From an optimization exercise on the open Yosys and OpenROAD flow, aimed at a short achievable clock period and few clock cycles; shortcuts taken in it are not production practice.
In this exercise RTL edits were held to simulation tests only and were not proved equivalent to the original.
Power and IR drop assume default switching activity.

==> design/flow/design.v <==
module flopenrc 
#(parameter WIDTH = 8) (
	input logic clk,
  input logic rst_n,
  input logic en,
  input logic clear,
	input logic [WIDTH-1:0] d,
	output logic [WIDTH-1:0] q
);
always @(posedge clk) begin
  if(~rst_n) begin
    q <= 0;
  end else if(clear) begin
    q <= 0;
  end else if(en) begin
    q <= d;
  end
end
endmodule
module ram32x32 (
  input logic clk,
  input logic rst_n,
  input logic i_we,
  input logic [ 4:0] i_waddr,
  input logic [31:0] i_wdata,
  input logic [ 4:0] i_raddr1,
  input logic [ 4:0] i_raddr2,
  output logic [31:0] o_rdata1,
  output logic [31:0] o_rdata2
);
logic [31:0] data_ram_cell [0:31];
always_ff @(posedge clk) begin
  if (~rst_n) begin
    for (int i = 0; i < 32; i++) data_ram_cell[i] <= 32'b0;
  end else if (i_we) begin
    data_ram_cell[i_waddr] <= i_wdata;
  end
end
assign o_rdata1 = data_ram_cell[i_raddr1];
assign o_rdata2 = data_ram_cell[i_raddr2];
endmodule
module riscv_reg(
  input logic clk,
  input logic rst_n,
  input logic i_re1,
  input logic [4:0]  i_raddr1,
  input logic i_re2,
  input logic [4:0]  i_raddr2,
  input logic i_we,
  input logic [4:0] i_waddr,
  input logic [31:0] i_wdata,
  output logic [31:0] o_rdata1,
  output logic [31:0] o_rdata2
);
logic override1;
logic override2;
logic [31:0] or_rdata1;
logic [31:0] or_rdata2;
assign o_rdata1 = override1 ? 32'b0 : or_rdata1;
assign o_rdata2 = override2 ? 32'b0 : or_rdata2;
assign override1 = ~i_re1 || i_raddr1 == 5'b00000;
assign override2 = ~i_re2 || i_raddr2 == 5'b00000;
ram32x32 regfile(
  .clk(clk),
  .rst_n(rst_n),
  .i_we(i_we),
  .i_waddr(i_waddr),
  .i_wdata(i_wdata),
  .i_raddr1(i_raddr1),
  .i_raddr2(i_raddr2),
  .o_rdata1(or_rdata1),
  .o_rdata2(or_rdata2)
);
endmodule
module riscv_if(
  input logic clk,
  input logic rst_n,
  input logic i_ex_jmp,
  input logic i_id_jmp,
  input logic i_stall,
  input logic [31:0] i_boot_addr,
  input logic [31:0] i_ex_target,
  input logic [31:0] i_id_target, 
  output logic [31:0] o_pc,
  output logic [31:0] o_instr,
  output logic [31:0] o_imem_addr,
  input  logic [31:0] i_imem_data
);
logic [31:0] npc;
assign o_imem_addr = npc;
always_comb begin
  if (i_ex_jmp) begin
    npc = i_ex_target;
  end else if (i_id_jmp) begin
    npc = i_id_target;
  end else if (~i_stall) begin
    npc = o_pc;
  end else begin
    npc = o_pc + 4;
  end
end
always_ff @(posedge clk) begin
  if (~rst_n) begin
    o_instr <= 32'b0;
  end else if (~i_stall) begin
    o_instr <= o_instr;
  end else begin
    o_instr <= i_imem_data;
  end 
end
always_ff @(posedge clk) begin
  if (~rst_n) begin
    o_pc <= {i_boot_addr[31:2], 2'b00} - 4;
  end else begin
    o_pc <= npc;
  end
end
endmodule
module riscv_id(
  input logic [31:0] i_instr,
  output logic [6:0] o_opcode,
  output logic [6:0] o_funct7,
  output logic [2:0] o_funct3,
  output logic [31:0] o_imm_num,
  output logic o_src1_reg_en,
  output logic o_src2_reg_en,
  output logic [4:0] o_src1_reg_addr, 
  output logic [4:0] o_src2_reg_addr,
  output logic o_jal,
  output logic o_alures2reg,
  output logic o_memory2reg,
  output logic o_mem_write,
  output logic [4:0] o_dst_reg_addr
);
parameter OP_LUI    = 7'b0110111;
parameter OP_AUIPC  = 7'b0010111;
parameter OP_JAL    = 7'b1101111;
parameter OP_JALR   = 7'b1100111;
parameter OP_BRANCH = 7'b1100011;
parameter OP_LOAD   = 7'b0000011;
parameter OP_STORE  = 7'b0100011;
parameter OP_ALI    = 7'b0010011;  
parameter OP_ALR    = 7'b0110011;  
assign {o_funct7, o_src2_reg_addr, o_src1_reg_addr, o_funct3, o_dst_reg_addr, o_opcode} = i_instr;
localparam UKNOWN_TYPE = 3'd0, R_TYPE = 3'd1, I_TYPE = 3'd2, S_TYPE = 3'd3, B_TYPE = 3'd4, U_TYPE = 3'd5, J_TYPE = 3'd6;
logic [2:0] instr_type;
assign o_jal = (o_opcode == OP_JAL);
assign o_memory2reg = (o_opcode == OP_LOAD);
assign o_mem_write = (o_opcode == OP_STORE);
assign o_alures2reg = (o_opcode == OP_LUI || o_opcode == OP_AUIPC ||
                       o_opcode == OP_JAL || o_opcode == OP_JALR ||
                       o_opcode == OP_ALI || o_opcode == OP_ALR );
always_comb begin
  case(o_opcode)
    OP_LUI : instr_type = U_TYPE;
    OP_AUIPC : instr_type = U_TYPE;
    OP_JAL : instr_type = J_TYPE;
    OP_JALR : instr_type = I_TYPE;
    OP_BRANCH : instr_type = B_TYPE;
    OP_LOAD : instr_type = I_TYPE;
    OP_STORE : instr_type = S_TYPE;
    OP_ALI : instr_type = I_TYPE;
    OP_ALR : instr_type = R_TYPE;
    default : instr_type = UKNOWN_TYPE;
  endcase
end
always_comb begin
  case(instr_type)
    I_TYPE : o_imm_num = {{20{i_instr[31]}}, i_instr[31:20]};
    S_TYPE : o_imm_num = {{20{i_instr[31]}}, i_instr[31:25], i_instr[11:7]};
    B_TYPE : o_imm_num = {{20{i_instr[31]}}, i_instr[7], i_instr[30:25], i_instr[11:8], 1'b0};
    U_TYPE : o_imm_num = {i_instr[31:12], 12'h0};
    J_TYPE : o_imm_num = {{12{i_instr[31]}}, i_instr[19:12], i_instr[20], i_instr[30:21], 1'b0};
    default: o_imm_num = 0;
  endcase
end
always_comb begin
  case(instr_type)
    R_TYPE : {o_src2_reg_en, o_src1_reg_en} = 2'b11;
    I_TYPE : {o_src2_reg_en, o_src1_reg_en} = 2'b01;
    S_TYPE : {o_src2_reg_en, o_src1_reg_en} = 2'b11;
    B_TYPE : {o_src2_reg_en, o_src1_reg_en} = 2'b11;
    default: {o_src2_reg_en, o_src1_reg_en} = 2'b00;
  endcase
end
endmodule
module riscv_alu(
  input logic [6:0] i_opcode,
  input logic [6:0] i_funct7,
  input logic [2:0] i_funct3,
  input logic [31:0] i_num1,
  input logic [31:0] i_num2,
  input logic [31:0] i_imm_num,
  input logic [31:0] i_pc,
  output logic o_if_branch,
  output logic [31:0] o_num,
  output logic [31:0] o_pc
);
parameter OP_JALR   = 7'b1100111;
parameter OP_BRANCH = 7'b1100011;
parameter OP_BEQ    = 3'b000;
parameter OP_BNE    = 3'b001;
parameter OP_BLT    = 3'b100;
parameter OP_BGE    = 3'b101;
parameter OP_BLTU   = 3'b110;
parameter OP_BGEU   = 3'b111;
logic [ 4:0] shamt, shamt_rs;
logic [31:0] num1_plus_imm;
logic [31:0] pc_plus_imm;
logic signed [31:0] i_num1s, i_num2s, i_imm_nums;
assign shamt         = i_imm_num[4:0];
assign shamt_rs      = i_num2[4:0];
assign num1_plus_imm = i_num1 + i_imm_num;
assign pc_plus_imm   = i_pc + i_imm_num;
assign i_num1s       = i_num1;
assign i_num2s       = i_num2;
assign i_imm_nums    = i_imm_num;
always_comb begin : PC_handle
  case(i_opcode)
    OP_JALR: begin
      o_if_branch = 1'b1;
      o_pc        = {num1_plus_imm[31:1], 1'b0};
    end   
    OP_BRANCH: begin
      case(i_funct3)
        OP_BEQ:  o_if_branch = (i_num1  == i_num2 );
        OP_BNE:  o_if_branch = (i_num1  != i_num2 );
        OP_BLT:  o_if_branch = (i_num1s <  i_num2s);
        OP_BGE:  o_if_branch = (i_num1s >= i_num2s);
        OP_BLTU: o_if_branch = (i_num1  <  i_num2 );
        OP_BGEU: o_if_branch = (i_num1  >= i_num2 );
        default: o_if_branch = 1'b0;  
      endcase
      o_pc        = pc_plus_imm;
    end
    default: begin
      o_if_branch = 1'b0;  
      o_pc        = 32'b0;
    end
  endcase
end
always_comb begin : ONUM_handle
  casex({i_funct7,i_funct3,i_opcode})
    17'bxxxxxxx_xxx_0110111: o_num = i_imm_num;      
    17'bxxxxxxx_xxx_0010111: o_num = pc_plus_imm;    
    17'bxxxxxxx_xxx_110x111: o_num = i_pc + 4;       
    17'bxxxxxxx_000_0010011: o_num = num1_plus_imm;  
    17'bxxxxxxx_010_0010011: o_num = (i_num1s < i_imm_nums) ? 1 : 0;  
    17'bxxxxxxx_011_0010011: o_num = (i_num1 < i_imm_num) ? 1 : 0;  
    17'bxxxxxxx_100_0010011: o_num = i_num1 ^ i_imm_num;  
    17'bxxxxxxx_110_0010011: o_num = i_num1 | i_imm_num;  
    17'bxxxxxxx_111_0010011: o_num = i_num1 & i_imm_num;  
    17'b0000000_001_0010011: o_num = i_num1 << shamt;  
    17'b0000000_101_0010011: o_num = i_num1 >> shamt;  
    17'b0100000_101_0010011: o_num = i_num1s >>> shamt;  
    17'b0000000_000_0110011: o_num = i_num1 + i_num2;  
    17'b0100000_000_0110011: o_num = i_num1 - i_num2;  
    17'b0000000_001_0110011: o_num = i_num1 << shamt_rs;  
    17'b0000000_010_0110011: o_num = (i_num1s < i_num2s) ? 1 : 0;  
    17'b0000000_011_0110011: o_num = (i_num1 < i_num2) ? 1 : 0;  
    17'b0000000_100_0110011: o_num = i_num1 ^ i_num2;  
    17'b0000000_101_0110011: o_num = i_num1 >> shamt_rs;  
    17'b0100000_101_0110011: o_num = i_num1s >>> shamt_rs;  
    17'b0000000_110_0110011: o_num = i_num1 | i_num2;  
    17'b0000000_111_0110011: o_num = i_num1 & i_num2;  
    default:                 o_num = 0;  
  endcase
end
endmodule
module riscv_mem(
  input logic i_re,
  input logic i_we,
  input logic [2:0] i_funct3,
  input logic [31:0] i_addr,
  input logic [31:0] i_wdata,
  output logic [31:0] o_rdata,
  output logic [31:0] o_dmem_rd_addr,
  input  logic [31:0] i_dmem_rd_data,
  output logic o_dmem_wr_req,
  output logic [3:0] o_dmem_wr_be,
  output logic [31:0] o_dmem_wr_addr,
  output logic [31:0] o_dmem_wr_data
);
logic [31:0] addr_bus;
logic [1:0] addr_lsb;
logic [31:0] rdata;
logic [3:0] byte_enable;
logic [31:0] wdata;
assign addr_bus = {i_addr[31:2], 2'b00};
assign addr_lsb = i_addr[1:0];
assign o_dmem_rd_addr = i_re ? addr_bus : 32'b0;
assign rdata = i_dmem_rd_data;
assign o_dmem_wr_req = i_we;
assign o_dmem_wr_be = i_we ? byte_enable : 4'h0;
assign o_dmem_wr_addr = i_we ? addr_bus : 32'b0;
assign o_dmem_wr_data = i_we ? wdata : 32'b0;
always_comb begin
  casex(i_funct3)
    3'bx00: begin
      if (addr_lsb == 2'b00) begin 
        byte_enable = 4'b0001;
      end else if (addr_lsb == 2'b01) begin
        byte_enable = 4'b0010;
      end else if (addr_lsb == 2'b10) begin
        byte_enable = 4'b0100;
      end else begin
        byte_enable = 4'b1000;
      end
    end
    3'bx01: begin
      if (addr_lsb == 2'b00) begin 
        byte_enable = 4'b0011;
      end else if (addr_lsb == 2'b10) begin
        byte_enable = 4'b1100;
      end else begin
        byte_enable = 4'b0000;
      end
    end
    3'b010: begin
      if (addr_lsb == 2'b00) begin 
        byte_enable = 4'b1111;
      end else begin
        byte_enable = 4'b0000;
      end   
    end
    default: begin
      byte_enable = 4'b0000;
    end
  endcase
end
always_comb begin
  casex(i_funct3)
    3'bx00: begin
      if (addr_lsb == 2'b00) begin 
        wdata = {24'b0, i_wdata[7:0]};
      end else if (addr_lsb == 2'b01) begin
        wdata = {16'b0, i_wdata[7:0], 8'b0};
      end else if (addr_lsb == 2'b10) begin
        wdata = {8'b0, i_wdata[7:0], 16'b0};
      end else begin
        wdata = {i_wdata[7:0], 24'b0};
      end
    end
    3'bx01: begin
      if (addr_lsb == 2'b00) begin 
        wdata = {16'b0, i_wdata[15:0]};
      end else if (addr_lsb == 2'b10) begin
        wdata = {i_wdata[15:0], 16'b0};
      end else begin
        wdata = 32'b0;
      end
    end
    3'b010: begin
      if (addr_lsb == 2'b00) begin 
        wdata = i_wdata;
      end else begin
        wdata = 32'b0;
      end   
    end
    default: begin
      wdata = 32'b0;
    end
  endcase
end
always_comb begin
  if(i_re) begin
    case(i_funct3)
      3'b000: if (addr_lsb==2'b00) o_rdata = {{24{rdata[7]}}, rdata[7:0]};
              else if(addr_lsb==2'b01) o_rdata = {{24{rdata[15]}}, rdata[15:8]};
              else if(addr_lsb==2'b10) o_rdata = {{24{rdata[23]}}, rdata[23:16]};
              else o_rdata = {{24{rdata[31]}}, rdata[31:24]};
      3'b100: if (addr_lsb==2'b00) o_rdata = {24'b0, rdata[7:0]};
              else if(addr_lsb==2'b01) o_rdata = {24'b0, rdata[15: 8]};
              else if(addr_lsb==2'b10) o_rdata = {24'b0, rdata[23:16]};
              else o_rdata = {24'b0, rdata[31:24]};
      3'b001: if (addr_lsb==2'b00) o_rdata = {{16{rdata[15]}}, rdata[15:0]};
              else if(addr_lsb==2'b10) o_rdata = {{16{rdata[31]}}, rdata[31:16]};
              else o_rdata = 0;
      3'b101: if (addr_lsb==2'b00) o_rdata = {16'b0, rdata[15:0]};
              else if(addr_lsb==2'b10) o_rdata = {16'b0, rdata[31:16]};
              else o_rdata = 0;
      3'b010: if(addr_lsb==2'b00) o_rdata = rdata;
              else o_rdata = 0;
      default: o_rdata = 0;
    endcase
  end else begin
    o_rdata = 0;
  end
end
endmodule
module riscv_hazard(
  input logic clk,
  input logic rst_n,
  input logic i_src1_reg_en,
  input logic i_src2_reg_en,
  input logic [4:0] i_src1_reg_addr,
  input logic [4:0] i_src2_reg_addr,
  input logic i_dst_reg_enE,
  input logic i_dst_reg_enM,
  input logic i_dst_reg_enB,
  input logic [4:0] i_dst_reg_addrE,
  input logic [4:0] i_dst_reg_addrM,
  input logic [4:0] i_dst_reg_addrB,
  input logic i_jalD,  
  input logic i_ex_branchE,
  input logic i_bus_stallM,
  output logic o_stallFD,o_flushFD,
  output logic o_stallDE,o_flushDE,
  output logic o_stallEM,o_flushEM,
  output logic o_stallMB,o_flushMB,
  output logic o_stallF
);
logic [3:0] pipeline_stall;
logic [3:0] pipeline_flush;
logic stall_bus, stall_conflict;
assign {o_flushFD,o_flushDE,o_flushEM,o_flushMB} = pipeline_flush;
assign {o_stallFD,o_stallDE,o_stallEM,o_stallMB} = pipeline_stall;
assign o_stallF = stall_bus & stall_conflict;
always_comb begin
  if (~rst_n) begin
    pipeline_flush = 4'b0000;
    stall_conflict = 1'b1;
  end else if (i_ex_branchE) begin
    pipeline_flush = 4'b1100;
    stall_conflict = 1'b1;
  end else if (i_src1_reg_en && i_src1_reg_addr != 5'b00000) begin
    if (i_dst_reg_enE && i_dst_reg_addrE == i_src1_reg_addr) begin
      pipeline_flush = 4'b0100;
      stall_conflict = 1'b0;
    end else if (i_dst_reg_enM && i_dst_reg_addrM == i_src1_reg_addr) begin
      pipeline_flush = 4'b0100;
      stall_conflict = 1'b0;
    end else if (i_dst_reg_enB && i_dst_reg_addrB == i_src1_reg_addr) begin
      pipeline_flush = 4'b0100;
      stall_conflict = 1'b0;
    end else if (i_src2_reg_en && i_src2_reg_addr != 5'b00000) begin
      if (i_dst_reg_enE && i_dst_reg_addrE == i_src2_reg_addr) begin
        pipeline_flush = 4'b0100;
        stall_conflict = 1'b0;
      end else if (i_dst_reg_enM && i_dst_reg_addrM == i_src2_reg_addr) begin
        pipeline_flush = 4'b0100;
        stall_conflict = 1'b0;
      end else if (i_dst_reg_enB && i_dst_reg_addrB == i_src2_reg_addr) begin
        pipeline_flush = 4'b0100;
        stall_conflict = 1'b0;
      end else begin
        pipeline_flush = 4'b0000;
        stall_conflict = 1'b1;
      end
    end else begin
      pipeline_flush = 4'b0000;
      stall_conflict = 1'b1;
    end
  end else if (i_src2_reg_en && i_src2_reg_addr != 5'b00000) begin
    if (i_dst_reg_enE && i_dst_reg_addrE == i_src2_reg_addr) begin
      pipeline_flush = 4'b0100;
      stall_conflict = 1'b0;
    end else if (i_dst_reg_enM && i_dst_reg_addrM == i_src2_reg_addr) begin
      pipeline_flush = 4'b0100;
      stall_conflict = 1'b0;
    end else if (i_dst_reg_enB && i_dst_reg_addrB == i_src2_reg_addr) begin
      pipeline_flush = 4'b0100;
      stall_conflict = 1'b0;
    end else begin
      pipeline_flush = 4'b0000;
      stall_conflict = 1'b1;
    end
  end else if (i_jalD) begin
    pipeline_flush = 4'b1000;
    stall_conflict = 1'b1;
  end else begin
    pipeline_flush = 4'b0000;
    stall_conflict = 1'b1;
  end
end
always_comb begin
  stall_bus = 1;
  if (~rst_n) begin
    pipeline_stall = 4'b1111;
    stall_bus = 1;
  end else if (i_bus_stallM) begin
    pipeline_stall = 4'b0001;
    stall_bus = 0;
  end else if (i_src1_reg_en && i_src1_reg_addr != 5'b00000) begin
    if (i_dst_reg_enE && i_dst_reg_addrE == i_src1_reg_addr) begin
      pipeline_stall = 4'b0111;
    end else if (i_dst_reg_enM && i_dst_reg_addrM == i_src1_reg_addr) begin
      pipeline_stall = 4'b0111;
    end else if (i_dst_reg_enB && i_dst_reg_addrB == i_src1_reg_addr) begin
      pipeline_stall = 4'b0111;
    end else if (i_src2_reg_en && i_src2_reg_addr != 5'b00000) begin
      if (i_dst_reg_enE && i_dst_reg_addrE == i_src2_reg_addr) begin
        pipeline_stall = 4'b0111;
      end else if (i_dst_reg_enM && i_dst_reg_addrM == i_src2_reg_addr) begin
        pipeline_stall = 4'b0111;
      end else if (i_dst_reg_enB && i_dst_reg_addrB == i_src2_reg_addr) begin
        pipeline_stall = 4'b0111;
      end else begin
        pipeline_stall = 4'b1111;
      end
    end else begin
      pipeline_stall = 4'b1111;
    end
  end else if (i_src2_reg_en && i_src2_reg_addr != 5'b00000) begin
    if (i_dst_reg_enE && i_dst_reg_addrE == i_src2_reg_addr) begin
      pipeline_stall = 4'b0111;
    end else if (i_dst_reg_enM && i_dst_reg_addrM == i_src2_reg_addr) begin
      pipeline_stall = 4'b0111;
    end else if (i_dst_reg_enB && i_dst_reg_addrB == i_src2_reg_addr) begin
      pipeline_stall = 4'b0111;
    end else begin
      pipeline_stall = 4'b1111;
    end
  end else begin
    pipeline_stall = 4'b1111;
    stall_bus = 1;
  end
end
endmodule
module riscv_pipeline(
  input logic clk,
  input logic rst_n,
  input logic [31:0] i_boot_addr,
  output logic [31:0] imem_rd_addr,
  input  logic [31:0] imem_rd_data,
  output logic [31:0] dmem_rd_addr,
  input  logic [31:0] dmem_rd_data,
  output logic        dmem_wr_req,
  output logic [3:0]  dmem_wr_be,
  output logic [31:0] dmem_wr_addr,
  output logic [31:0] dmem_wr_data
);
logic stallFD,stallDE,stallEM,stallMB;
logic flushFD,flushDE,flushEM,flushMB;
logic stallF;
logic [31:0] instrF,instrD;
logic [31:0] pcF,pcD,pcE;
logic [6:0] opcodeD,opcodeE;
logic [6:0] funct7D,funct7E;
logic [2:0] funct3D,funct3E,funct3M;
logic [31:0] imm_numD,imm_numE;
logic src1_reg_enD;
logic src2_reg_enD;
logic [4:0] src1_reg_addrD;
logic [4:0] src2_reg_addrD;
logic jalD;
logic alures2regD,alures2regE,alures2regM,alures2regB;
logic memory2regD,memory2regE,memory2regM,memory2regB;
logic mem_writeD,mem_writeE,mem_writeM;
logic [4:0] dst_reg_addrD,dst_reg_addrE,dst_reg_addrM,dst_reg_addrB;
logic [31:0] rdata1D,num1E;
logic [31:0] rdata2D,num2E,num2M;
logic [31:0] jal_addrD;
logic [31:0] mem_addrE,mem_addrM;
logic if_branchE;
logic [31:0] numE,numM,numB;
logic [31:0] ex_targetE;
logic [31:0] rdataM,rdataB;
logic bus_stallM;
assign bus_stallM = 1'b0;
logic reg_weB;
logic [31:0] reg_wdataB;
riscv_if IF_if(
  .clk(clk), 
  .rst_n(rst_n), 
  .i_ex_jmp(if_branchE), 
  .i_id_jmp(jalD), 
  .i_stall(stallF),
  .i_boot_addr(i_boot_addr), 
  .i_ex_target(ex_targetE), 
  .i_id_target(jal_addrD), 
  .o_pc(pcF), 
  .o_instr(instrF), 
  .o_imem_addr(imem_rd_addr),
  .i_imem_data(imem_rd_data)
);
flopenrc #(32) instrFD(clk,rst_n,stallFD,flushFD,instrF,instrD);
flopenrc #(32) pcFD(clk,rst_n,stallFD,flushFD,pcF,pcD);
riscv_id ID_id(
  .i_instr(instrD),
  .o_opcode(opcodeD), 
  .o_funct7(funct7D), 
  .o_funct3(funct3D), 
  .o_imm_num(imm_numD), 
  .o_src1_reg_en(src1_reg_enD), 
  .o_src2_reg_en(src2_reg_enD), 
  .o_src1_reg_addr(src1_reg_addrD), 
  .o_src2_reg_addr(src2_reg_addrD), 
  .o_jal(jalD),
  .o_alures2reg(alures2regD), 
  .o_memory2reg(memory2regD), 
  .o_mem_write(mem_writeD), 
  .o_dst_reg_addr(dst_reg_addrD) 
);
riscv_reg ID_reg (
  .clk(clk), 
  .rst_n(rst_n), 
  .i_re1(src1_reg_enD), 
  .i_raddr1(src1_reg_addrD), 
  .i_re2(src2_reg_enD), 
  .i_raddr2(src2_reg_addrD), 
  .i_we(reg_weB), 
  .i_waddr(dst_reg_addrB), 
  .i_wdata(reg_wdataB), 
  .o_rdata1(rdata1D), 
  .o_rdata2(rdata2D) 
);
assign jal_addrD = imm_numD + pcD;
flopenrc #(7) opcodeDE(clk,rst_n,stallDE,flushDE,opcodeD,opcodeE);
flopenrc #(7) funct7DE(clk,rst_n,stallDE,flushDE,funct7D,funct7E);
flopenrc #(3) funct3DE(clk,rst_n,stallDE,flushDE,funct3D,funct3E);
flopenrc #(32) imm_numDE(clk,rst_n,stallDE,flushDE,imm_numD,imm_numE);
flopenrc #(32) num1DE(clk,rst_n,stallDE,flushDE,rdata1D,num1E);
flopenrc #(32) num2DE(clk,rst_n,stallDE,flushDE,rdata2D,num2E);
flopenrc #(32) pcDE(clk,rst_n,stallDE,flushDE,pcD,pcE);
flopenrc #(1) alures2regDE(clk,rst_n,stallDE,flushDE,alures2regD,alures2regE);
flopenrc #(1) memory2regDE(clk,rst_n,stallDE,flushDE,memory2regD,memory2regE);
flopenrc #(5) dst_reg_addrDE(clk,rst_n,stallDE,flushDE,dst_reg_addrD,dst_reg_addrE);
flopenrc #(1) mem_writeDE(clk,rst_n,stallDE,flushDE,mem_writeD,mem_writeE);
riscv_alu EX_alu(
  .i_opcode(opcodeE), 
  .i_funct7(funct7E), 
  .i_funct3(funct3E), 
  .i_num1(num1E), 
  .i_num2(num2E), 
  .i_imm_num(imm_numE), 
  .i_pc(pcE), 
  .o_if_branch(if_branchE), 
  .o_num(numE), 
  .o_pc(ex_targetE) 
);
assign mem_addrE = imm_numE + num1E;
flopenrc #(3) funct3EM(clk,rst_n,stallEM,flushEM,funct3E,funct3M);
flopenrc #(32) mem_addrEM(clk,rst_n,stallEM,flushEM,mem_addrE,mem_addrM);
flopenrc #(1) alures2regEM(clk,rst_n,stallEM,flushEM,alures2regE,alures2regM);
flopenrc #(1) memory2regEM(clk,rst_n,stallEM,flushEM,memory2regE,memory2regM);
flopenrc #(32) alu_numEM(clk,rst_n,stallEM,flushEM,numE,numM);
flopenrc #(5) dst_reg_addrEM(clk,rst_n,stallEM,flushEM,dst_reg_addrE,dst_reg_addrM);
flopenrc #(1) mem_writeEM(clk,rst_n,stallEM,flushEM,mem_writeE,mem_writeM);
flopenrc #(32) num2EM(clk,rst_n,stallEM,flushEM,num2E,num2M);
riscv_mem MEM_mem(
  .i_re(memory2regM), 
  .i_we(mem_writeM), 
  .i_funct3(funct3M), 
  .i_addr(mem_addrM), 
  .i_wdata(num2M), 
  .o_rdata(rdataM), 
  .o_dmem_rd_addr(dmem_rd_addr),
  .i_dmem_rd_data(dmem_rd_data),
  .o_dmem_wr_req(dmem_wr_req),
  .o_dmem_wr_be(dmem_wr_be),
  .o_dmem_wr_addr(dmem_wr_addr),
  .o_dmem_wr_data(dmem_wr_data)
);
flopenrc #(1) alures2regMB(clk,rst_n,stallMB,flushMB,alures2regM,alures2regB);
flopenrc #(1) memory2regMB(clk,rst_n,stallMB,flushMB,memory2regM,memory2regB);
flopenrc #(32) mem_rdataMB(clk,rst_n,stallMB,flushMB,rdataM,rdataB);
flopenrc #(32) alu_numMB(clk,rst_n,stallMB,flushMB,numM,numB);
flopenrc #(5) dst_reg_addrMB(clk,rst_n,stallMB,flushMB,dst_reg_addrM,dst_reg_addrB);
assign reg_weB = (alures2regB | memory2regB); 
assign reg_wdataB = memory2regB ? rdataB : numB; 
riscv_hazard pipeline_hazard(
  .clk(clk),
  .rst_n(rst_n),
  .i_src1_reg_en(src1_reg_enD),
  .i_src2_reg_en(src2_reg_enD),
  .i_src1_reg_addr(src1_reg_addrD),
  .i_src2_reg_addr(src2_reg_addrD),
  .i_dst_reg_enE(alures2regE | memory2regE),
  .i_dst_reg_enM(alures2regM | memory2regM),
  .i_dst_reg_enB(alures2regB | memory2regB),
  .i_dst_reg_addrE(dst_reg_addrE),
  .i_dst_reg_addrM(dst_reg_addrM),
  .i_dst_reg_addrB(dst_reg_addrB),
  .i_jalD(jalD),
  .i_ex_branchE(if_branchE),
  .i_bus_stallM(bus_stallM),
  .o_stallFD(stallFD),
  .o_flushFD(flushFD),
  .o_stallDE(stallDE),
  .o_flushDE(flushDE),
  .o_stallEM(stallEM),
  .o_flushEM(flushEM),
  .o_stallMB(stallMB),
  .o_flushMB(flushMB),
  .o_stallF(stallF)
);
endmodule
==> design/flow/run.sh <==
#!/bin/bash
# synth_recipe.tcl (not shown) runs the flow's synth.tcl, then flattens the netlist and writes it again
# the make line also repeats each setting of config.mk as NAME=value (left out here)
make -C /OpenROAD-flow-scripts/flow DESIGN_CONFIG=/design/flow/config.mk WORK_HOME=/design/flow/orfs CLKGATE_MAP_FILE= SYNTH_SCRIPT=/design/flow/synth_recipe.tcl finish
==> design/flow/config.mk <==
export PLATFORM = sky130hd
export DESIGN_NAME = riscv_pipeline
export DESIGN_NICKNAME = riscv_pipeline
export VERILOG_FILES = /design/flow/design.v
export SDC_FILE = /design/flow/constraint.sdc
export NUM_CORES = 4
export LEC_CHECK = 0
export CAP_MARGIN = 20
export CORE_MARGIN = 2
export CORE_UTILIZATION = 40
export SLEW_MARGIN = 20
==> design/flow/constraint.sdc <==
create_clock -name core_clock -period 10.0 [get_ports {clk}]
set_input_delay 2.0000 -clock core_clock [delete_from_list [all_inputs] [get_ports {clk}]]
set_output_delay 2.0000 -clock core_clock [all_outputs]
set_load 0.01 [all_outputs]
==> summary.txt, run 1 <==
Route
  – Aggregate routed wire length: 362 mm
  – Total iterations of the first detailed-routing run: 9
  – Antenna-violating nets left: 0
  – DR WL/cell: 33.6 µm
  – DR vias/cell: 6.37
  – Final routed DRC violation total: 0
  – Routed vias: 68,600
  – 1st-iter DRT viols: 9,134

Pwr
  – Switching share of power: 0.242
  – Worst VDD drop: 0.177 mV
  – Sequential power share: 0.497
  – Combinational Power Share: 0.074
  – Static leakage: 34.8 nW
  – Pwr Total: 13.9 mW
  – Sw power: 3.35 mW
  – Power Density: 140 nW/µm²
  – Clk pwr share: 0.429
  – Cell Int Power: 10.5 mW

Cells and area
  – Number of fill cells in the layout: 19,900
  – Final core utilization: 0.455
  – Storage cell area: 40,200 µm²
  – Nets: 8,082
  – Final instance area: 98,800 µm²
  – Share of layout cells above drive strength 1: 0.175
  – Multi-input logic area: 44,600 µm²
  – Synth-to-layout area growth: 13.2%
  – Final Non-Filler Cells: 10,800

Hold path
  – Hold crit path type: flop to flop

Critical path
  – Cell chain of the critical path: nor2b_1 > nand3_1 > nor2_4 > buf_4 > or2_2 > a22o_1 > ha_1 > o21a_1 > a2111oi_0 > o41ai_1 > o21ai_1 > o31a_1 > nor2_1 > a221oi_1 > xor2_1 > mux2i_1 > a21oi_1 > a21oi_1 > clkdlybuf4s50_1
  – WP buf/inv: 2
  – CP delay by family, top: compound AO/OA/AOI/OAI gates
  – Critical path's slowest cell: a2111oi_0
  – Crit path kind: flop to primary output
  – Crit end category: primary output
  – Crit path required time: 8000 ps
  – Crit-path max FO: 46
  – Arrival time of the worst setup path: 6570 ps
  – Max incr delay on CP: 630 ps
  – Most common cell on crit path: a21oi_1
  – CP startpoint kind: flop

CTS
  – Sink Count: 1,493
  – Root Driver: clkbuf_16
  – H-tree level count: 4
  – Postcts setup bufs: 0
  – Worst skew pair latency: 840 ps
  – Clk buf depth: 3
  – Post-CTS sizing: 0
  – Clock slew at reported path FFs: 60 ps
  – TritonCTS buffer count: 158
  – TritonCTS clock tree: yes
  – Hold Buf Count CTS: 0

Global routing
  – Largest net degree at the start of global routing: 107
  – Vias in the first global route: 66,300
  – Initial antenna violation count: 18
  – Global Route Usage Sum: 0.318
  – Global-route wire length before repair: 503 mm
  – Global route overflow: 0

STA
  – Setup ws final: 1430 ps
  – Max frequency: 117 MHz
  – Min Tclk post-route: 8570 ps
  – Pins Over Slew Limit: 0
  – Max-slew headroom: 0.114
  – Unrepaired setup endpoints after global routing: no
  – Final setup fails: 0
  – Worst Skew: 72.8 ps
  – Least-Margin Pin Slew: 1330 ps
  – Final Hold Fails: 0
  – Worst hold slack: 392 ps
  – Final period util: 0.857
  – TNS Setup: 0 ps

Place
  – Area of placed instances: 93,100 µm²
  – DPL Wire Length: 251 mm
  – Port bufs: 224
  – GPL Wtd Cong: 1.04
  – Dpl cells: 10,500
  – Pre-CTS setup slack: 2320 ps

Synthesis
  – Mean Syn Cell Area: 11.2 µm²
  – Sequential area share after synthesis: 0.460
  – Register bit total from synthesis: 1,493
  – Post-synth cell types: 106
  – Post-synth ARST share: 0
  – Mapped Area: 87,200 µm²
  – Synth Instances: 7,801
  – Post-synth EDFFs: 1,024
  – Yosys warning count: 11
  – Main synth FF type: edfxtp_1

Floorplanning
  – Core Region: 217,000 µm²
  – Die area: 222,000 µm²
  – Row count: 171
  – Initial Util: 0.402
  – Die width: 471 µm
  – Num ports: 231
  – Die Height: 471 µm

Status
  – Status: finished clean

Flow run
  – Max-cap violations: 0
state kept, by name, indices dropped and copies added, names as in the netlist, 7 cells and up, named ones only:
name,flops
ID_reg.regfile.data_ram_cell,1024
IF_if.o_instr,32
IF_if.o_pc,32
alu_numEM.q,32
alu_numMB.q,32
imm_numDE.q,32
instrFD.q,32
mem_addrEM.q,32
mem_rdataMB.q,32
num1DE.q,32
num2DE.q,32
num2EM.q,32
pcDE.q,32
pcFD.q,32
funct7DE.q,7
opcodeDE.q,7
synth_stat cells (150+ instances only):
master | instances | area, µm²
nor2_1 | 1565 | 5870
edfxtp_1 | 1024 | 30700
mux4_2 | 644 | 14500
clkbuf_1 | 523 | 1960
dfxtp_1 | 469 | 9390
nand2_1 | 461 | 1730
mux2i_1 | 387 | 3870
a21oi_1 | 332 | 1660
and2_1 | 226 | 1410
o21ai_0 | 201 | 1010
ha_1 | 191 | 2390
xnor2_1 | 165 | 1450
inv_1 | 150 | 563
cell usage in the layout, fill, tap and decap left out, drive strengths merged, types with 68 or more instances in the layout:
master and count:
xnor2 165, xor2 75, and2 228, nor2 1568, mux2i 396, nand2 462, ha 191, o21ai 218
clkbuf 209, a21o 68, dfxtp 469, nand3 96, clkdlybuf4s50 223, mux4 644, buf 262, inv 159
a21oi 335, edfxtp 1024, nor3 109
worst reg2reg max path, cell delays in order, from the launching register on:
cell and delay (ps):
dfxtp_1 580, clkinv_1 510, ha_1 660, o21ai_0 190, o211ai_1 240, nand2_1 170, o21ai_1 490, a21boi_2 170
a31oi_1 600, a31oi_2 480, nor2_2 520, buf_4 350, and3_2 210, buf_4 510, nand2b_2 600, nor2_1 510
cells by family (layout without fill, tap and decap cells):
| group | Yosys count | after routing | synth area share |
|---|---|---|---|
| AND/OR/NAND/NOR | 2761 | 2761 | 0.139 |
| AO/OA/AOI/OAI | 1203 | 1203 | 0.0917 |
| flip-flops | 1493 | 1493 | 0.460 |
| other | 1 | 10 | 0.0000430 |
| adder cells (fa/ha/maj) | 196 | 196 | 0.0285 |
| buffers and inverters | 817 | 928 | 0.0371 |
| multiplexers | 1090 | 1090 | 0.219 |
| XOR/XNOR | 240 | 240 | 0.0241 |
worst paths after layout:
path / start / cells after the start / slack [ps] / to
min reg2reg: alu_numEM.q[29] / 1 / 390 / alu_numMB.q[29]
max reg2reg: num2DE.q[3] / 15 / 3060 / num2DE.q[23]
min: alu_numEM.q[29] / 1 / 390 / alu_numMB.q[29]
max: instrFD.q[5] / 19 / 1430 / imem_rd_addr[29]
cell type report:
cell class | instances | area share
Multi-Input combinational cell | 5494 | 0.451
Sequential cell | 1493 | 0.407
Timing Repair Buffer | 488 | 0.0475
Clock buffer | 206 | 0.0432
Tap cell | 2854 | 0.0361
Clock inverter | 81 | 0.00923
Inverter | 153 | 0.00581
Antenna cell | 6 | 0.000152
power groups by stage:
stage | registers (mW) | logic, mW | clock network [mW]
after floorplan | 6.93 | 0.647 | 0
after global placement | 7.00 | 1.02 | 0
after detailed placement | 7.02 | 1.02 | 0
after CTS | 6.88 | 1.02 | 6.00
after global routing | 6.90 | 1.07 | 6.24
final | 6.89 | 1.03 | 5.94
per-layer routing:
layer  vias up  GRT usage  routed length (µm)
li1      28900          -                   -
met1     34700      0.395              132000
met2      4068      0.507              167000
met3       924     0.0620               34000
met4        14      0.208               27800
met5         -          0                  80
Testbench counts, summed over its fixed seeds: cycles 45,842.
==> run 2, diff against run 1 <==
--- a/design/flow/design.v
+++ b/design/flow/design.v
@@ -530,159 +530,212 @@
   output logic [31:0] dmem_wr_addr,
   output logic [31:0] dmem_wr_data
 );
-logic stallFD,stallDE,stallEM,stallMB;
-logic flushFD,flushDE,flushEM,flushMB;
-logic stallF;
-logic [31:0] instrF,instrD;
-logic [31:0] pcF,pcD,pcE;
-logic [6:0] opcodeD,opcodeE;
-logic [6:0] funct7D,funct7E;
-logic [2:0] funct3D,funct3E,funct3M;
-logic [31:0] imm_numD,imm_numE;
-logic src1_reg_enD;
-logic src2_reg_enD;
-logic [4:0] src1_reg_addrD;
-logic [4:0] src2_reg_addrD;
-logic jalD;
-logic alures2regD,alures2regE,alures2regM,alures2regB;
-logic memory2regD,memory2regE,memory2regM,memory2regB;
-logic mem_writeD,mem_writeE,mem_writeM;
-logic [4:0] dst_reg_addrD,dst_reg_addrE,dst_reg_addrM,dst_reg_addrB;
-logic [31:0] rdata1D,num1E;
-logic [31:0] rdata2D,num2E,num2M;
-logic [31:0] jal_addrD;
-logic [31:0] mem_addrE,mem_addrM;
-logic if_branchE;
-logic [31:0] numE,numM,numB;
-logic [31:0] ex_targetE;
-logic [31:0] rdataM,rdataB;
-logic bus_stallM;
-assign bus_stallM = 1'b0;
-logic reg_weB;
-logic [31:0] reg_wdataB;
-riscv_if IF_if(
-  .clk(clk), 
-  .rst_n(rst_n), 
-  .i_ex_jmp(if_branchE), 
-  .i_id_jmp(jalD), 
-  .i_stall(stallF),
-  .i_boot_addr(i_boot_addr), 
-  .i_ex_target(ex_targetE), 
-  .i_id_target(jal_addrD), 
-  .o_pc(pcF), 
-  .o_instr(instrF), 
-  .o_imem_addr(imem_rd_addr),
-  .i_imem_data(imem_rd_data)
-);
-flopenrc #(32) instrFD(clk,rst_n,stallFD,flushFD,instrF,instrD);
-flopenrc #(32) pcFD(clk,rst_n,stallFD,flushFD,pcF,pcD);
-riscv_id ID_id(
-  .i_instr(instrD),
-  .o_opcode(opcodeD), 
-  .o_funct7(funct7D), 
-  .o_funct3(funct3D), 
-  .o_imm_num(imm_numD), 
-  .o_src1_reg_en(src1_reg_enD), 
-  .o_src2_reg_en(src2_reg_enD), 
-  .o_src1_reg_addr(src1_reg_addrD), 
-  .o_src2_reg_addr(src2_reg_addrD), 
-  .o_jal(jalD),
-  .o_alures2reg(alures2regD), 
-  .o_memory2reg(memory2regD), 
-  .o_mem_write(mem_writeD), 
-  .o_dst_reg_addr(dst_reg_addrD) 
-);
-riscv_reg ID_reg (
-  .clk(clk), 
-  .rst_n(rst_n), 
-  .i_re1(src1_reg_enD), 
-  .i_raddr1(src1_reg_addrD), 
-  .i_re2(src2_reg_enD), 
-  .i_raddr2(src2_reg_addrD), 
-  .i_we(reg_weB), 
-  .i_waddr(dst_reg_addrB), 
-  .i_wdata(reg_wdataB), 
-  .o_rdata1(rdata1D), 
-  .o_rdata2(rdata2D) 
-);
-assign jal_addrD = imm_numD + pcD;
-flopenrc #(7) opcodeDE(clk,rst_n,stallDE,flushDE,opcodeD,opcodeE);
-flopenrc #(7) funct7DE(clk,rst_n,stallDE,flushDE,funct7D,funct7E);
-flopenrc #(3) funct3DE(clk,rst_n,stallDE,flushDE,funct3D,funct3E);
-flopenrc #(32) imm_numDE(clk,rst_n,stallDE,flushDE,imm_numD,imm_numE);
-flopenrc #(32) num1DE(clk,rst_n,stallDE,flushDE,rdata1D,num1E);
-flopenrc #(32) num2DE(clk,rst_n,stallDE,flushDE,rdata2D,num2E);
-flopenrc #(32) pcDE(clk,rst_n,stallDE,flushDE,pcD,pcE);
-flopenrc #(1) alures2regDE(clk,rst_n,stallDE,flushDE,alures2regD,alures2regE);
-flopenrc #(1) memory2regDE(clk,rst_n,stallDE,flushDE,memory2regD,memory2regE);
-flopenrc #(5) dst_reg_addrDE(clk,rst_n,stallDE,flushDE,dst_reg_addrD,dst_reg_addrE);
-flopenrc #(1) mem_writeDE(clk,rst_n,stallDE,flushDE,mem_writeD,mem_writeE);
-riscv_alu EX_alu(
-  .i_opcode(opcodeE), 
-  .i_funct7(funct7E), 
-  .i_funct3(funct3E), 
-  .i_num1(num1E), 
-  .i_num2(num2E), 
-  .i_imm_num(imm_numE), 
-  .i_pc(pcE), 
-  .o_if_branch(if_branchE), 
-  .o_num(numE), 
-  .o_pc(ex_targetE) 
-);
-assign mem_addrE = imm_numE + num1E;
-flopenrc #(3) funct3EM(clk,rst_n,stallEM,flushEM,funct3E,funct3M);
-flopenrc #(32) mem_addrEM(clk,rst_n,stallEM,flushEM,mem_addrE,mem_addrM);
-flopenrc #(1) alures2regEM(clk,rst_n,stallEM,flushEM,alures2regE,alures2regM);
-flopenrc #(1) memory2regEM(clk,rst_n,stallEM,flushEM,memory2regE,memory2regM);
-flopenrc #(32) alu_numEM(clk,rst_n,stallEM,flushEM,numE,numM);
-flopenrc #(5) dst_reg_addrEM(clk,rst_n,stallEM,flushEM,dst_reg_addrE,dst_reg_addrM);
-flopenrc #(1) mem_writeEM(clk,rst_n,stallEM,flushEM,mem_writeE,mem_writeM);
-flopenrc #(32) num2EM(clk,rst_n,stallEM,flushEM,num2E,num2M);
-riscv_mem MEM_mem(
-  .i_re(memory2regM), 
-  .i_we(mem_writeM), 
-  .i_funct3(funct3M), 
-  .i_addr(mem_addrM), 
-  .i_wdata(num2M), 
-  .o_rdata(rdataM), 
-  .o_dmem_rd_addr(dmem_rd_addr),
-  .i_dmem_rd_data(dmem_rd_data),
-  .o_dmem_wr_req(dmem_wr_req),
-  .o_dmem_wr_be(dmem_wr_be),
-  .o_dmem_wr_addr(dmem_wr_addr),
-  .o_dmem_wr_data(dmem_wr_data)
-);
-flopenrc #(1) alures2regMB(clk,rst_n,stallMB,flushMB,alures2regM,alures2regB);
-flopenrc #(1) memory2regMB(clk,rst_n,stallMB,flushMB,memory2regM,memory2regB);
-flopenrc #(32) mem_rdataMB(clk,rst_n,stallMB,flushMB,rdataM,rdataB);
-flopenrc #(32) alu_numMB(clk,rst_n,stallMB,flushMB,numM,numB);
-flopenrc #(5) dst_reg_addrMB(clk,rst_n,stallMB,flushMB,dst_reg_addrM,dst_reg_addrB);
-assign reg_weB = (alures2regB | memory2regB); 
-assign reg_wdataB = memory2regB ? rdataB : numB; 
-riscv_hazard pipeline_hazard(
-  .clk(clk),
-  .rst_n(rst_n),
-  .i_src1_reg_en(src1_reg_enD),
-  .i_src2_reg_en(src2_reg_enD),
-  .i_src1_reg_addr(src1_reg_addrD),
-  .i_src2_reg_addr(src2_reg_addrD),
-  .i_dst_reg_enE(alures2regE | memory2regE),
-  .i_dst_reg_enM(alures2regM | memory2regM),
-  .i_dst_reg_enB(alures2regB | memory2regB),
-  .i_dst_reg_addrE(dst_reg_addrE),
-  .i_dst_reg_addrM(dst_reg_addrM),
-  .i_dst_reg_addrB(dst_reg_addrB),
-  .i_jalD(jalD),
-  .i_ex_branchE(if_branchE),
-  .i_bus_stallM(bus_stallM),
-  .o_stallFD(stallFD),
-  .o_flushFD(flushFD),
-  .o_stallDE(stallDE),
-  .o_flushDE(flushDE),
-  .o_stallEM(stallEM),
-  .o_flushEM(flushEM),
-  .o_stallMB(stallMB),
-  .o_flushMB(flushMB),
-  .o_stallF(stallF)
-);
+logic [31:2] pcF;
+logic        vD;
+logic [31:0] instD;
+logic [31:2] pcD;
+logic [31:0] aE, bE, sdE;
+logic [31:0] linkE;
+logic [31:2] btgtE;
+logic [4:0]  rdE;
+logic [2:0]  f3E;
+logic        wenE, loadE, storeE, brE, jalrE, predE;
+logic        subE, arithE, cmpuE;
+logic        selSumE, selLtE, selXorE, selOrE, selAndE, selSllE, selSrE, selLinkE;
+logic [31:0] resM, sdM;
+logic [3:0]  beM;
+logic [4:0]  rdM;
+logic [2:0]  f3M;
+logic        wenM, loadM, wreqM;
+logic [31:0] resW;
+logic [4:0]  rdW;
+logic        wenW;
+logic [31:0] rf [1:31];
+logic [31:1] rfv;
+assign imem_rd_addr = {pcF, 2'b00};
+wire [4:0] opD  = instD[6:2];
+wire [2:0] f3D  = instD[14:12];
+wire [4:0] rdD  = instD[11:7];
+wire [4:0] rs1D = instD[19:15];
+wire [4:0] rs2D = instD[24:20];
+wire isLuiD   = opD == 5'b01101;
+wire isAuipcD = opD == 5'b00101;
+wire isJalD   = opD == 5'b11011;
+wire isJalrD  = opD == 5'b11001;
+wire isBrD    = opD == 5'b11000;
+wire isLoadD  = opD == 5'b00000;
+wire isStoreD = opD == 5'b01000;
+wire isAluiD  = opD == 5'b00100;
+wire isAlurD  = opD == 5'b01100;
+wire isAluD   = isAluiD | isAlurD;
+wire use1D = isJalrD | isBrD | isLoadD | isStoreD | isAluD;
+wire use2D = isBrD | isStoreD | isAlurD;
+wire wrD   = (isLuiD | isAuipcD | isJalD | isJalrD | isLoadD | isAluD) & (rdD != 5'd0);
+logic [31:0] immD;
+always_comb begin
+  if (isStoreD)             immD = {{20{instD[31]}}, instD[31:25], instD[11:7]};
+  else if (isBrD)           immD = {{20{instD[31]}}, instD[7], instD[30:25], instD[11:8], 1'b0};
+  else if (isLuiD|isAuipcD) immD = {instD[31:12], 12'h0};
+  else if (isJalD)          immD = {{12{instD[31]}}, instD[19:12], instD[20], instD[30:21], 1'b0};
+  else                      immD = {{20{instD[31]}}, instD[31:20]};
+end
+wire [31:0] pcD32 = {pcD, 2'b00};
+wire [31:0] tgtD  = pcD32 + immD;
+wire [31:0] link4D = pcD32 + 32'd4;
+logic [31:0] resE;        
+logic [31:0] mresM;       
+wire [31:0] rf1 = (rs1D != 5'd0 && rfv[rs1D]) ? rf[rs1D] : 32'd0;
+wire [31:0] rf2 = (rs2D != 5'd0 && rfv[rs2D]) ? rf[rs2D] : 32'd0;
+wire e1 = wenE & (rdE == rs1D);
+wire m1 = wenM & (rdM == rs1D);
+wire w1 = wenW & (rdW == rs1D);
+wire e2 = wenE & (rdE == rs2D);
+wire m2 = wenM & (rdM == rs2D);
+wire w2 = wenW & (rdW == rs2D);
+wire [31:0] rs1v = e1 ? resE : m1 ? mresM : w1 ? resW : rf1;
+wire [31:0] rs2v = e2 ? resE : m2 ? mresM : w2 ? resW : rf2;
+logic redirE;
+logic [31:0] npcE;
+wire stallD  = vD & loadE & ((use1D & (rdE == rs1D)) | (use2D & (rdE == rs2D)));
+wire predD   = isJalD | (isBrD & instD[31]);
+wire redirD  = vD & predD & ~stallD;
+wire goD     = vD & ~stallD & ~redirE;      
+always_ff @(posedge clk) begin
+  if (~rst_n) begin
+    pcF <= i_boot_addr[31:2];
+    vD  <= 1'b0;
+  end else begin
+    if (redirE)       pcF <= npcE[31:2];
+    else if (stallD)  pcF <= pcF;
+    else if (redirD)  pcF <= tgtD[31:2];
+    else              pcF <= pcF + 30'd1;
+    if (redirE)       vD <= 1'b0;
+    else if (~stallD) vD <= ~redirD;
+  end
+end
+always_ff @(posedge clk) begin
+  if (~stallD) begin
+    instD <= imem_rd_data;
+    pcD   <= pcF;
+  end
+end
+always_ff @(posedge clk) begin
+  if (~rst_n) begin
+    wenE <= 1'b0; loadE <= 1'b0; storeE <= 1'b0; brE <= 1'b0; jalrE <= 1'b0;
+  end else begin
+    wenE   <= goD & wrD;
+    loadE  <= goD & isLoadD;
+    storeE <= goD & isStoreD;
+    brE    <= goD & isBrD;
+    jalrE  <= goD & isJalrD;
+  end
+end
+always_ff @(posedge clk) begin
+  aE    <= isLuiD ? 32'd0 : (isAuipcD ? pcD32 : rs1v);
+  bE    <= use2D & ~isStoreD ? rs2v : immD;
+  sdE   <= rs2v;
+  linkE <= link4D;
+  btgtE <= tgtD[31:2];
+  rdE   <= rdD;
+  f3E   <= f3D;
+  predE <= instD[31];
+  subE  <= isAlurD & (f3D == 3'b000) & instD[30];
+  arithE <= instD[30];
+  cmpuE <= isBrD ? f3D[1] : f3D[0];
+  selSumE  <= isLuiD | isAuipcD | isLoadD | isStoreD | (isAluD & f3D == 3'b000);
+  selLtE   <= isAluD & (f3D == 3'b010 || f3D == 3'b011);
+  selXorE  <= isAluD & f3D == 3'b100;
+  selOrE   <= isAluD & f3D == 3'b110;
+  selAndE  <= isAluD & f3D == 3'b111;
+  selSllE  <= isAluD & f3D == 3'b001;
+  selSrE   <= isAluD & f3D == 3'b101;
+  selLinkE <= isJalD | isJalrD;
+end
+wire [31:0] sumE = subE ? (aE - bE) : (aE + bE);
+wire ltuE = aE < bE;
+wire ltE  = (aE[31] ^ bE[31]) ? (cmpuE ? bE[31] : aE[31]) : ltuE;
+wire eqE  = aE == bE;
+wire [31:0] sllE = aE << bE[4:0];
+wire signed [31:0] aEs = aE;
+wire [31:0] sraE = aEs >>> bE[4:0];
+wire [31:0] srE  = arithE ? sraE : (aE >> bE[4:0]);
+assign resE = ({32{selSumE}}  & sumE)
+            | ({32{selLtE}}   & {31'd0, ltE})
+            | ({32{selXorE}}  & (aE ^ bE))
+            | ({32{selOrE}}   & (aE | bE))
+            | ({32{selAndE}}  & (aE & bE))
+            | ({32{selSllE}}  & sllE)
+            | ({32{selSrE}}   & srE)
+            | ({32{selLinkE}} & linkE);
+wire condE  = f3E[2] ? ltE : eqE;
+wire takenE = condE ^ f3E[0];
+assign redirE = (brE & (takenE ^ predE)) | jalrE;
+always_comb begin
+  if (jalrE)       npcE = {sumE[31:1], 1'b0};
+  else if (takenE) npcE = {btgtE, 2'b00};
+  else             npcE = linkE;
+end
+logic [3:0]  beE;
+logic [31:0] sdalE;
+always_comb begin
+  case (f3E[1:0])
+    2'b00:   begin beE = 4'b0001 << sumE[1:0];         sdalE = {4{sdE[7:0]}};  end
+    2'b01:   begin beE = sumE[1] ? 4'b1100 : 4'b0011;  sdalE = {2{sdE[15:0]}}; end
+    default: begin beE = 4'b1111;                      sdalE = sdE;            end
+  endcase
+end
+always_ff @(posedge clk) begin
+  if (~rst_n) begin
+    wenM <= 1'b0; loadM <= 1'b0; wreqM <= 1'b0;
+  end else begin
+    wenM  <= wenE;
+    loadM <= loadE;
+    wreqM <= storeE;
+  end
+end
+always_ff @(posedge clk) begin
+  resM <= resE;
+  sdM  <= sdalE;
+  beM  <= beE;
+  rdM  <= rdE;
+  f3M  <= f3E;
+end
+assign dmem_rd_addr = resM;
+assign dmem_wr_req  = wreqM;
+assign dmem_wr_be   = beM;
+assign dmem_wr_addr = resM;
+assign dmem_wr_data = sdM;
+logic [31:0] ldM;
+always_comb begin
+  logic [7:0]  b;
+  logic [15:0] h;
+  case (resM[1:0])
+    2'b00: b = dmem_rd_data[7:0];
+    2'b01: b = dmem_rd_data[15:8];
+    2'b10: b = dmem_rd_data[23:16];
+    default: b = dmem_rd_data[31:24];
+  endcase
+  h = resM[1] ? dmem_rd_data[31:16] : dmem_rd_data[15:0];
+  case (f3M[1:0])
+    2'b00:   ldM = {{24{b[7] & ~f3M[2]}}, b};
+    2'b01:   ldM = {{16{h[15] & ~f3M[2]}}, h};
+    default: ldM = dmem_rd_data;
+  endcase
+end
+assign mresM = loadM ? ldM : resM;
+always_ff @(posedge clk) begin
+  if (~rst_n) wenW <= 1'b0;
+  else        wenW <= wenM;
+end
+always_ff @(posedge clk) begin
+  resW <= mresM;
+  rdW  <= rdM;
+end
+always_ff @(posedge clk) begin
+  if (~rst_n) rfv <= '0;
+  else if (wenW) rfv[rdW] <= 1'b1;
+end
+always_ff @(posedge clk) begin
+  if (wenW) rf[rdW] <= resW;
+end
 endmodule
==> run 2 against run 1 <==
Hold slack barely moved. Maximum frequency is 43% higher. Global-route usage decreased by 3.4 points. Largest power group unchanged. Power up 5.6%. Critical endpoint is now pcF[3]. Core utilization is 0.12 points higher. Clock skew down 24 ps. Combinational power rose by 84%. Setup slack better by 2600 ps. First-iteration DRC count is 28% lower.
==> summary.txt, run 2 <==
Cells and area
  – Nets: 5,794
  – Synth-to-layout area growth: 13.4%
  – Commonest non-fill, non-tap cell in the layout: edfxtp_1
  – Largest register FFs: 992
  – Final Non-Filler Cells: 8,161
  – Most frequent cells in the layout: 1,082 x edfxtp_1, 656 x mux4_2, 409 x nor2_1, 331 x a21oi_1, 316 x nand2_1
  – Multi-input logic area: 33,100 µm²
  – Share of layout cells above drive strength 1: 0.214
  – Top reg by flops: rf
  – Number of fill cells in the layout: 16,400
  – Storage cell area: 39,400 µm²

STA
  – Max-slew headroom: 0.165
  – Max frequency: 167 MHz
  – Pins Over Slew Limit: 0
  – Least-Margin Pin Slew: 1240 ps
  – Unrepaired setup endpoints after global routing: no
  – Final period util: 0.598
  – Min Tclk post-route: 5980 ps
  – Worst Skew: 48.7 ps
  – Final Hold Fails: 0
  – Final setup fails: 0
  – TNS Setup: 0 ps

Synthesis
  – Area contributors post-synth: edfxtp_1 44%, mux4_2 20%, dfxtp_1 9.1%
  – Post-synth ARST share: 0
  – Sequential area share after synthesis: 0.526
  – Post-synth top area share: 0.435
  – Cell taking the most area after synthesis: edfxtp_1
  – Post-synth cell types: 94
  – Most numerous cell in the Yosys netlist: edfxtp_1
  – Synth Instances: 5,469
  – Main synth FF type: edfxtp_1
  – Post-synth EDFFs: 1,082
  – Mapped Area: 74,600 µm²
  – Yosys warning count: 1
  – Mean Syn Cell Area: 13.6 µm²
  – Register bit total from synthesis: 1,422
  – Top cells by count, synth: 1,082 x edfxtp_1, 656 x mux4_2, 431 x nor2_1, 340 x dfxtp_1, 331 x a21oi_1

CTS
  – TritonCTS clock tree: yes
  – Postcts setup bufs: 0
  – Sink Count: 1,422
  – Root Driver: clkbuf_16
  – Clk buf depth: 3
  – Post-CTS sizing: 0
  – Clock slew at reported path FFs: 60 ps
  – H-tree level count: 4
  – Hold Buf Count CTS: 0
  – Worst skew pair latency: 820 ps
  – TritonCTS buffer count: 156

Global routing
  – Global Route Usage Sum: 0.284
  – Global-route wire length before repair: 384 mm
  – Largest net degree at the start of global routing: 122
  – Initial antenna violation count: 13
  – Vias in the first global route: 50,400
  – Global route overflow: 0

Hold path
  – Min-delay src: rdM[3]
  – Worst hold endpoint: rdW[3]
  – Worst Hold Depth: 0
  – Hold crit path type: flop to flop

Route
  – Final routed DRC violation total: 0
  – DR vias/cell: 6.40
  – Aggregate routed wire length: 275 mm
  – Antenna-violating nets left: 0
  – Routed vias: 52,200
  – DR WL/cell: 33.6 µm
  – Total iterations of the first detailed-routing run: 6
  – 1st-iter DRT viols: 6,564

Floorplanning
  – Row count: 158
  – Die Height: 436 µm
  – Num ports: 231
  – Die width: 436 µm
  – Initial Util: 0.403
  – Core Region: 185,000 µm²
  – Die area: 190,000 µm²

Flow run
  – Max-cap violations: 0

Place
  – Dpl cells: 7,873
  – GPL Wtd Cong: 1.01
  – Port bufs: 224
  – DPL Wire Length: 180 mm

Critical path
  – Crit-path max FO: 52
  – RR Startpoint: bE[2]
  – Max incr delay on CP: 750 ps
  – CP startpoint kind: flop
  – R2R depth: 15
  – Most common cell on crit path: buf_4
  – CP delay by family, top: compound AO/OA/AOI/OAI gates
  – Crit path kind: flop to flop
  – Arrival time of the worst setup path: 6530 ps
  – Cell chain of the critical path: buf_4 > inv_2 > buf_4 > ha_1 > o21bai_1 > o2111ai_2 > a211oi_2 > nor3b_2 > o21ai_4 > and3b_1 > o311ai_0 > and3_1 > buf_4 > a222oi_1 > a21oi_1
  – WP buf/inv: 4
  – Crit end category: flop
  – Flop2flop setup slack: 4020 ps
  – Reg-to-Reg End: pcF[3]
  – Crit path required time: 10,540 ps
  – Critical path's slowest cell: and3b_1

Pwr
  – Power Density: 173 nW/µm²
  – Worst VDD drop: 0.142 mV
  – Static leakage: 28.6 nW

Status
  – Status: finished clean
run 2: cell types whose count changed after synthesis, sizes merged, moves of 60 or more:
cell    change
nand2     -146
dfxtp     -129
and2      -204
o21ai      +60
nor2     -1137
clkbuf    -245
xnor2      -76
mux2i     -214
run 2: layout make-up:
| type | count | share of cell area |
|---|---|---|
| Sequential cell | 1422 | 0.465 |
| Timing Repair Buffer | 365 | 0.0398 |
| Multi-Input combinational cell | 3455 | 0.391 |
| Antenna cell | 6 | 0.000177 |
| Inverter | 151 | 0.00669 |
| Tap cell | 2480 | 0.0367 |
| Clock buffer | 195 | 0.0491 |
| Clock inverter | 87 | 0.0115 |
run 2: logic make-up (layout without fill, tap and decap cells):
logic type                 Yosys count  in the layout  synth area share
AOI/OAI and AO/OA                 1136           1136            0.0977
xor gates and xnor gates           147            147            0.0172
adders and majority gates          145            145            0.0246
buffers and inverters              593            798            0.0333
DFF                               1422           1422             0.526
muxes                              912            912             0.234
other                                1              8         0.0000502
and+or+nand+nor                   1113           1113            0.0671
run 2: per-layer routing:
metal  share of wire  wire [µm]  vias to the layer above  global-route usage
li1                -          -                    21700                   -
met1            0.37     102000                    26900               0.357
met2            0.46     126000                     2925               0.441
met3           0.088      24300                      665              0.0582
met4           0.082      22400                       14               0.195
met5         0.00035         97                        -                   0
run 2: per-stage QoR:
stage | hold WS, ps | power (mW) | setup WS (ps) | utilization | area, µm²
after detailed placement | 379 | 8.89 | 4100 | 0.429 | 79500
after floorplan | 329 | 8.04 | 5460 | - | 74600
final | 392 | 14.6 | 4020 | 0.457 | 84700
after CTS | 386 | 14.7 | 4090 | 0.456 | 84600
after global placement | 378 | 8.89 | 4130 | 0.429 | 79500
after global routing | 391 | 15.1 | 3770 | 0.456 | 84600
run 2: worst max-delay path by stage:
stage | from | to | slack (ps) | cells past startpoint
after CTS | bE[0] | pcF[18] | 4090 | 12
after detailed placement | bE[0] | pcF[3] | 4100 | 12
after floorplan | bE[3] | pcF[10] | 5460 | 17
after global routing | bE[0] | pcF[4] | 3770 | 12
after global placement | bE[0] | pcF[2] | 4130 | 12
final | bE[2] | pcF[3] | 4020 | 15
run 2: power breakdown:
part           internal [mW]  switching (mW)
Combinational          0.780            1.12
Sequential              6.56           0.377
Clock                   3.31            2.48
Total                   10.7            3.98
Testbench counts of run 2, summed over its fixed seeds: cycles 28,789.
==> run 3, diff against run 2 <==
--- a/design/flow/config.mk
+++ b/design/flow/config.mk
@@ -8,4 +8,6 @@
 export CAP_MARGIN = 20
 export CORE_MARGIN = 2
 export CORE_UTILIZATION = 40
+export GPL_TIMING_DRIVEN = 1
+export SETUP_SLACK_MARGIN = 5
 export SLEW_MARGIN = 20
==> run 3 against run 2 <==
Global-route usage barely moved. Register-to-register slack improved by 1100 ps. Sequential power about the same. Clock power hardly changed. Non-clock buffer count grew 9. Wire length is 0.39% higher. Clock-buffer cell count is the same. Critical path type unchanged.
==> summary.txt, run 3 <==
Critical path
  – Crit-path max FO: 22
  – Crit path required time: 10,560 ps
  – CP startpoint kind: flop
  – RR Startpoint: instD[21]
  – R2R depth: 14
  – Arrival time of the worst setup path: 5480 ps
  – Crit path kind: flop to flop
  – Crit end category: flop
  – Reg-to-Reg End: bE[1]
  – Flop2flop setup slack: 5090 ps

Place
  – Port bufs: 224
  – GPL Wtd Cong: 1.01
  – DPL Wire Length: 180 mm
  – Area of placed instances: 79,500 µm²

Cells and area
  – Top reg by flops: rf
  – Final instance area: 85,100 µm²
  – Number of fill cells in the layout: 16,400
  – Commonest non-fill, non-tap cell in the layout: edfxtp_1
  – Share of layout cells above drive strength 1: 0.222
  – Synth-to-layout area growth: 14.0%
  – Most frequent cells in the layout: 1,082 x edfxtp_1, 656 x mux4_2, 409 x nor2_1, 327 x a21oi_1, 315 x nand2_1
  – Storage cell area: 39,400 µm²
  – Largest register FFs: 992
  – Multi-input logic area: 33,300 µm²
  – Nets: 5,804

Synthesis
  – Post-synth ARST share: 0
  – Sequential area share after synthesis: 0.526
  – Synth Instances: 5,469
  – Mapped Area: 74,600 µm²
  – Register bit total from synthesis: 1,422
  – Top cells by count, synth: 1,082 x edfxtp_1, 656 x mux4_2, 431 x nor2_1, 340 x dfxtp_1, 331 x a21oi_1
  – Main synth FF type: edfxtp_1
  – Area contributors post-synth: edfxtp_1 44%, mux4_2 20%, dfxtp_1 9.1%
  – Post-synth top area share: 0.435
  – Cell taking the most area after synthesis: edfxtp_1
  – Mean Syn Cell Area: 13.6 µm²
  – Post-synth EDFFs: 1,082
  – Yosys warning count: 1
  – Post-synth cell types: 94
  – Most numerous cell in the Yosys netlist: edfxtp_1

CTS
  – H-tree level count: 4
  – Sink Count: 1,422
  – Clock slew at reported path FFs: 60 ps
  – Hold Buf Count CTS: 0
  – TritonCTS buffer count: 156
  – Worst skew pair latency: 840 ps
  – TritonCTS clock tree: yes
  – Clk buf depth: 3
  – Root Driver: clkbuf_16

STA
  – Final period util: 0.491
  – TNS Setup: 0 ps
  – Final Hold Fails: 0
  – Least-Margin Pin Slew: 1270 ps
  – Max-slew headroom: 0.156
  – Worst hold slack: 392 ps
  – Final setup fails: 0
  – Max frequency: 204 MHz
  – Worst Skew: 63.3 ps
  – Pins Over Slew Limit: 0
  – Unrepaired setup endpoints after global routing: yes
  – Min Tclk post-route: 4910 ps

Global routing
  – Largest net degree at the start of global routing: 122
  – Global Route Usage Sum: 0.284
  – Global-route wire length before repair: 385 mm
  – Vias in the first global route: 50,500
  – Initial antenna violation count: 15
  – Global route overflow: 0

Floorplanning
  – Die width: 436 µm
  – Die Height: 436 µm
  – Num ports: 231
  – Initial Util: 0.403
  – Die area: 190,000 µm²
  – Core Region: 185,000 µm²
  – Row count: 158

Pwr
  – Worst VDD drop: 0.145 mV
  – Pwr Total: 14.7 mW
  – Static leakage: 28.7 nW
  – Power Density: 172 nW/µm²

Flow run
  – Max-cap violations: 0

Route
  – DR vias/cell: 6.36
  – Met2 routed WL: 127 mm
  – Total iterations of the first detailed-routing run: 6
  – Post-route met1 wirelength: 103 mm
  – Top Layer Used: met5
  – 1st-iter DRT viols: 6,647
  – WL met3: 23.9 mm
  – DR WL/cell: 33.7 µm
  – Antenna-violating nets left: 0
  – Final routed DRC violation total: 0
  – Aggregate routed wire length: 276 mm
  – Routed vias: 52,000

Hold path
  – Min-delay src: rdM[3]
  – Worst hold endpoint: rdW[3]
  – Hold crit path type: flop to flop
  – Worst Hold Depth: 0

Status
  – Status: finished clean
[run 3: area by class of cell]
cell class | count | share of cell area
sequential | 1422 | 0.463
multi-input combinational | 3456 | 0.392
clock buffer | 195 | 0.0488
timing repair buffer | 374 | 0.0415
tap | 2480 | 0.0365
clock inverter | 87 | 0.0114
inverter | 151 | 0.00668
antenna | 8 | 0.000235
[run 3: logic make-up after synthesis]
logic type,count (synthesis),share of synthesized area
and+or+nand+nor,1113,0.0671
buffers and inverters,593,0.0333
DFF,1422,0.526
AOI/OAI and AO/OA,1136,0.0977
adders and majority gates,145,0.0246
xor gates and xnor gates,147,0.0172
other,1,0.0000502
muxes,912,0.234
[run 3: critical path, cell delays in order, from the launching register on]
cell and delay, ps:
edfxtp_1 620, inv_1 150, ha_1 250, xor2_1 550, mux2i_1 270, o21ai_0 200
a21oi_1 100, o32ai_2 190, buf_4 320, nand2_1 80, buf_4 230, o21ai_0 290
a22o_1 490, nor2_1 100, a31oi_1 760
[run 3: repair_timing]
action | 4_1_cts | 5_1_grt
gates cloned | 0 | 2
gates resized for setup | 30 | 36
pin swaps | 1 | 6
buffers inserted | 3 | 5
endpoints found under the setup margin | 117 | 82
[run 3: worst max path at each step]
stage                         start  endpoint  depth (start not counted)
after floorplan               bE[3]   pcF[10]                         17
after global placement        bE[0]    pcF[2]                         12
after detailed placement      bE[0]    pcF[3]                         12
after CTS                    aE[26]    pcF[3]                         12
after global routing       instD[5]   pcF[30]                         19
final                     instD[21]     bE[1]                         14
[run 3: where the power goes]
group / switching (mW) / internal (mW)
Sequential: 0.372 / 6.56
Combinational: 1.14 / 0.800
Clock: 2.49 / 3.31
Total: 4.00 / 10.7
[run 3: per-layer routing]
| metal | track usage | up-vias |
|---|---|---|
| met5 | 0 | - |
| met4 | 0.193 | 16 |
| met3 | 0.0590 | 661 |
| met2 | 0.444 | 2775 |
| met1 | 0.357 | 26800 |
| li1 | - | 21800 |
[run 3: per-stage QoR]
| stage | std cells | setup WS [ps] | utilization |
|---|---|---|---|
| floorplan | 5470 | 5460 | - |
| global placement | 7873 | 4130 | 0.429 |
| detailed placement | 7873 | 4100 | 0.429 |
| CTS | 8158 | 5000 | 0.457 |
| global route | 8167 | 4890 | 0.459 |
| finish | 8173 | 5090 | 0.459 |

## what the ideal ports hide
How much do the figures lean on ideal ports? The routed layouts below were timed once more, with nothing changed but the port constraints.
Step 1 assumes that a clkbuf_16 drives the clock port and a buf_2 every other input.
Step 2 moves the port delays by t, midway between the first and last clock arrival at a register: inputs arrive t later, outputs are due t later. That takes back most of the time a late clock gives input paths.
Slacks: no drivers / after step 1 / after step 2; pairs: no drivers / after step 1.
run	t, ns	slack for setup (ns)	worst hold slack (ns)	clock arrival spread, ns	worst register clock-pin slew, ns
run 1	0.893	1.428 / 1.335 / 2.227	0.392 / 0.392 / 0.392	0.075 / 0.075	0.09 / 0.09
run 2	0.877	4.015 / 4.015 / 4.015	0.392 / 0.392 / 0.392	0.052 / 0.052	0.08 / 0.08
run 3	0.887	5.087 / 5.087 / 4.349	0.392 / 0.392 / 0.392	0.066 / 0.066	0.08 / 0.08
After both steps every run listed still meets setup and hold. For run 3, which loses most, drivers alone change the setup slack by 0.000 ns; drivers and shift together by -0.738 ns.
